Background: an optimization exercise with open tools, aiming at small area, a short achievable clock period and few clock cycles. Do not read the settings as production practice.
Function was checked by simulation only, so behaviour that the tests miss may differ from the original.
Power is estimated from default activity; no workload was simulated.

==> flow/design.v <==
module poly2mono #(
  parameter MAX_VOICE = 16
)(
  input  logic       clk,
  input  logic       reset_n,
  output logic       ready,
  input  logic       valid_in,
  input  logic       note_on_in,
  input  logic [6:0] note_num_in,
  input  logic [6:0] velocity_in,
  output logic       note_on_out,
  output logic [6:0] note_num_out,
  output logic [6:0] velocity_out
);
  localparam N = 16;
  logic       p_on, p_off;
  logic [6:0] p_note, p_vel;
  logic [6:0] e_note [0:N-1];
  logic [6:0] e_vel  [0:N-1];
  logic [N-1:0] valid;    
  logic [N-1:0] m;
  logic hit_r;
  logic c_0, c_1, c_2, c_15, c_16;
  assign c_0  = ~valid[0];
  assign c_1  = valid[0] & ~valid[1];
  assign c_2  = valid[1] & ~valid[2];
  assign c_15 = valid[N-2] & ~valid[N-1];
  assign c_16 = valid[N-1];
  assign ready = 1'b1;
  logic [N-1:0] pre, dn, ld, hold_n, hold_v;
  logic hit, full, push, rm;
  logic [6:0] nx_note [0:N-1];
  logic [6:0] nx_vel  [0:N-1];
  logic [N-1:0] valid_nx;
  logic [N-1:0] pa, pb, pc;
  for (genvar i = 0; i < N; i++) begin : g_pre
    if (i >= 1) begin : g_a
      p2m_nor2  u_a (.a(m[i]), .b(m[i-1]), .y(pa[i]));
    end else begin : g_a0
      p2m_inv   u_a (.a(m[i]), .y(pa[i]));
    end
    if (i >= 2) begin : g_b
      p2m_nand2 u_b (.a(pa[i]), .b(pa[i-2]), .y(pb[i]));
    end else begin : g_b0
      p2m_inv   u_b (.a(pa[i]), .y(pb[i]));
    end
    if (i >= 4) begin : g_c
      p2m_nor2  u_c (.a(pb[i]), .b(pb[i-4]), .y(pc[i]));
    end else begin : g_c0
      p2m_inv   u_c (.a(pb[i]), .y(pc[i]));
    end
    if (i >= 8) begin : g_d
      p2m_nand2 u_d (.a(pc[i]), .b(pc[i-8]), .y(pre[i]));
    end else begin : g_d0
      p2m_inv   u_d (.a(pc[i]), .y(pre[i]));
    end
  end
  assign hit  = hit_r;
  assign full = c_16;
  assign push = p_on & ~hit & ~full;
  assign rm   = p_off & hit;
  always_comb begin
    for (int i = 0; i < N; i++) begin
      dn[i]     = (i < N-1) & p_off & pre[i];
      ld[i]     = p_on & m[i];
      hold_n[i] = ~push & ~dn[i];
      hold_v[i] = ~push & ~dn[i] & ~ld[i];
    end
  end
  for (genvar i = 0; i < N; i++) begin : g_e
    for (genvar b = 0; b < 7; b++) begin : g_b
      logic n_l, v_l, n_x, v_x, v_h;
      if (i == 0) begin : g_top
        assign n_l = p_note[b];
        assign v_l = p_vel[b];
      end else begin : g_mid
        assign n_l = e_note[i-1][b];
        assign v_l = e_vel[i-1][b];
      end
      if (i < N-1) begin : g_dn
        p2m_aoi222 u_n (.a1(push), .a2(n_l), .b1(dn[i]), .b2(e_note[i+1][b]),
                        .c1(hold_n[i]), .c2(e_note[i][b]), .y(n_x));
        p2m_aoi222 u_v (.a1(push), .a2(v_l), .b1(dn[i]), .b2(e_vel[i+1][b]),
                        .c1(ld[i]), .c2(p_vel[b]), .y(v_x));
      end else begin : g_last
        p2m_aoi22 u_n (.a1(push), .a2(n_l), .b1(hold_n[i]), .b2(e_note[i][b]), .y(n_x));
        p2m_aoi22 u_v (.a1(push), .a2(v_l), .b1(ld[i]), .b2(p_vel[b]), .y(v_x));
      end
      p2m_inv   u_ni (.a(n_x), .y(nx_note[i][b]));
      p2m_nand2 u_vh (.a(hold_v[i]), .b(e_vel[i][b]), .y(v_h));
      p2m_nand2 u_vo (.a(v_x), .b(v_h), .y(nx_vel[i][b]));
    end
  end
  always_ff @(posedge clk) begin
    for (int i = 0; i < N; i++) begin
      e_note[i] <= nx_note[i];
      e_vel[i]  <= nx_vel[i];
    end
  end
  always_comb
    for (int i = 0; i < N; i++)
      valid_nx[i] = push ? ((i == 0) | valid[(i == 0) ? 0 : i-1])
                  : rm   ? ((i < N-1) & valid[(i < N-1) ? i+1 : i])
                  :        valid[i];
  always_ff @(posedge clk) begin
    if (~reset_n)
      valid <= '0;
    else
      valid <= valid_nx;
  end
  logic in_is_on, in_on, in_off;
  assign in_is_on = note_on_in & (|velocity_in);
  assign in_on    = reset_n & valid_in & in_is_on;
  assign in_off   = reset_n & valid_in & ~in_is_on;
  always_ff @(posedge clk) begin
    p_on   <= in_on;
    p_off  <= in_off;
    p_note <= note_num_in;
    p_vel  <= velocity_in;
  end
  logic [N:0] v;    
  logic [N-1:0] m_nx;
  logic one_nx;
  p2m_eq7 u_eqp (.a(note_num_in), .b(p_note), .en(1'b1), .y(v[0]));
  for (genvar j = 0; j < N; j++) begin : g_eq
    p2m_eq7 u_eq (.a(note_num_in), .b(e_note[j]), .en(valid[j]), .y(v[j+1]));
  end
  logic [3:0] v_none;
  logic v_any;
  for (genvar q = 0; q < 4; q++) begin : g_any
    p2m_nor4 u_o (.a(v[4*q+1]), .b(v[4*q+2]), .c(v[4*q+3]), .d(v[4*q+4]), .y(v_none[q]));
  end
  p2m_nand4 u_any (.a(v_none[0]), .b(v_none[1]), .c(v_none[2]), .d(v_none[3]), .y(v_any));
  always_comb begin
    for (int i = 0; i < N; i++)
      m_nx[i] = push ? v[i] : (p_off & pre[i]) ? ((i < N-1) ? v[i+2] : 1'b0) : v[i+1];
  end
  logic hit_nx;
  assign hit_nx = (v_any & ~(rm & v[0])) | (push & v[0]);
  always_ff @(posedge clk) begin
    m     <= m_nx;
    hit_r <= hit_nx;
  end
  logic full_nx;
  assign one_nx  = push ? c_0 : rm ? c_2 : c_1;
  assign full_nx = push ? c_15 : ~rm & c_16;
  logic top_hit_n, in_off_n, s_fb, rst;
  logic [6:0] fb_note, fb_vel, e_note_d, e_vel_d, x_note, x_vel;
  logic fb_on, e_on_d, x_on;
  p2m_aoi222 u_th (.a1(push), .a2(v[0]), .b1(dn[0]), .b2(v[2]), .c1(hold_n[0]), .c2(v[1]),
                   .y(top_hit_n));
  assign in_off_n = ~in_off;
  p2m_nor2 u_sfb (.a(in_off_n), .b(top_hit_n), .y(s_fb));
  assign rst = ~reset_n;
  assign fb_on    = ~one_nx;
  assign fb_note  = one_nx ? nx_note[0] : nx_note[1];
  assign fb_vel   = one_nx ? nx_vel[0]  : nx_vel[1];
  assign e_on_d   = in_on | note_on_out;
  assign e_note_d = (in_on & ~full_nx) ? note_num_in : note_num_out;
  assign e_vel_d  = (in_on & ~full_nx) ? velocity_in : velocity_out;
  logic d_on;
  logic [6:0] d_note, d_vel;
  p2m_mux2i u_mo (.a0(e_on_d), .a1(fb_on), .s(s_fb), .y(x_on));
  p2m_nor2  u_ro (.a(x_on), .b(rst), .y(d_on));
  for (genvar b = 0; b < 7; b++) begin : g_o
    p2m_mux2i u_mn (.a0(e_note_d[b]), .a1(fb_note[b]), .s(s_fb), .y(x_note[b]));
    p2m_nor2  u_rn (.a(x_note[b]), .b(rst), .y(d_note[b]));
    p2m_mux2i u_mv (.a0(e_vel_d[b]), .a1(fb_vel[b]), .s(s_fb), .y(x_vel[b]));
    p2m_nor2  u_rv (.a(x_vel[b]), .b(rst), .y(d_vel[b]));
  end
  always_ff @(posedge clk) begin
    note_on_out  <= d_on;
    note_num_out <= d_note;
    velocity_out <= d_vel;
  end
endmodule
module p2m_aoi222 (
  input  logic a1, a2, b1, b2, c1, c2,
  output logic y
);
  assign y = ~((a1 & a2) | (b1 & b2) | (c1 & c2));
endmodule
module p2m_aoi22 (
  input  logic a1, a2, b1, b2,
  output logic y
);
  assign y = ~((a1 & a2) | (b1 & b2));
endmodule
module p2m_nand2 (
  input  logic a, b,
  output logic y
);
  assign y = ~(a & b);
endmodule
module p2m_inv (
  input  logic a,
  output logic y
);
  assign y = ~a;
endmodule
module p2m_nor2 (
  input  logic a, b,
  output logic y
);
  assign y = ~(a | b);
endmodule
module p2m_nor3 (
  input  logic a, b, c,
  output logic y
);
  assign y = ~(a | b | c);
endmodule
module p2m_nor4 (
  input  logic a, b, c, d,
  output logic y
);
  assign y = ~(a | b | c | d);
endmodule
module p2m_nand3 (
  input  logic a, b, c,
  output logic y
);
  assign y = ~(a & b & c);
endmodule
module p2m_nand4 (
  input  logic a, b, c, d,
  output logic y
);
  assign y = ~(a & b & c & d);
endmodule
module p2m_xnor2 (
  input  logic a, b,
  output logic y
);
  assign y = ~(a ^ b);
endmodule
module p2m_eq7 (
  input  logic [6:0] a, b,
  input  logic       en,
  output logic       y
);
  logic [6:0] x;
  logic n_lo, n_hi, n_en;
  for (genvar k = 0; k < 7; k++) begin : g_x
    p2m_xnor2 u_x (.a(a[k]), .b(b[k]), .y(x[k]));
  end
  p2m_nand4 u_lo (.a(x[0]), .b(x[1]), .c(x[2]), .d(x[3]), .y(n_lo));
  p2m_nand3 u_hi (.a(x[4]), .b(x[5]), .c(x[6]), .y(n_hi));
  p2m_inv   u_en (.a(en), .y(n_en));
  p2m_nor3  u_y  (.a(n_lo), .b(n_hi), .c(n_en), .y(y));
endmodule
module p2m_mux2i (
  input  logic a0, a1, s,
  output logic y
);
  assign y = ~(s ? a1 : a0);
endmodule
clock: 6.0 ns
lec_check: 0
cap_margin: 20
core_margin: 2
core_utilization: 70
cts_cluster_diameter: 100
cts_cluster_size: 30
setup_slack_margin: 4.3
slew_margin: 20
synth_hierarchical: 1
synth_minimum_keep_size: 0
tns_end_percent: 5
run.sh (not shown) runs the stock make flow with config.mk's settings and CLKGATE_MAP_FILE= SYNTH_SCRIPT=/design/flow/synth_recipe.tcl, a recipe that flattens the netlist after the stock synthesis.
The first run produced a clean layout.
Testbench counts at the start, summed over its fixed seeds: cycles 24,000.
Edit:
- SETUP_SLACK_MARGIN: 4.3 -> 3.6
=> Maximum frequency goes down by 5.7%; utilization shrinks by 0.45 points; combinational power shrinks by about 1%; worst hold slack stays flat; global-route usage rises by 0.24 points; design area falls by about 0.56%; cell count stays flat; clock skew hardly moves; worst setup slack got worse by 150 ps; clock-buffer cell count does not change; total power stays flat.
Edit:
- SETUP_SLACK_MARGIN: 3.6 -> 4.0
Die area does not change.
Sequential share of layout area fell by 0.19 points.
Fmax rose by a few percent.
Sequential power stays flat.
Core utilization rose by 0.42 points.
Design area rose slightly.
Edit:
- SETUP_SLACK_MARGIN: 4.0 -> 3.8
What happened:
- sequential power is about the same
- setup slack degrades by 5.7 ps
- first-iteration DRC count is higher by 4.7%
- total power stays flat
- worst hold slack is about the same
Edit:
- TNS_END_PERCENT: 5 -> 10
Utilization barely changes.
Sequential power stays flat.
Worst hold slack stays flat.
Global-route usage is about the same.
Setup slack gets worse by 32 ps.
Flip-flop and latch count stays the same.
Non-clock buffer count does not change.

[separate check: timing with driven ports]
The results above use ideal ports. As a check the final layouts listed here were re-extracted and re-timed, cells and wires unchanged.
Step 1: set_driving_cell puts a clkbuf_16 on clk and a buf_2 on each other input, an assumption about the parent block.
Step 2 times the ports against the registers' clock, not the clock port: input delays grow and output delays shrink by t, the midpoint of the rising clock arrivals with the driver on.
Slacks: no drivers / after step 1 / after step 2; pairs: no drivers / after step 1.
| run | shift t [ns] | slack for setup (ns) | worst data-port slew with drivers (ns) |
|---|---|---|---|
| the first run | 0.532 | 3.550 / 3.569 / 3.037 | 0.05 |
| the second run | 0.530 | 3.402 / 3.353 / 2.994 | 0.04 |
| the third run | 0.532 | 3.560 / 3.591 / 3.059 | 0.05 |
| the fourth run | 0.530 | 3.554 / 3.573 / 3.042 | 0.06 |
| the fifth run | 0.530 | 3.523 / 3.547 / 3.017 | 0.06 |
After both steps every run listed still meets setup and hold. The setup slack of the first run, which loses most, moves by +0.019 ns with the drivers and by -0.513 ns with both steps.
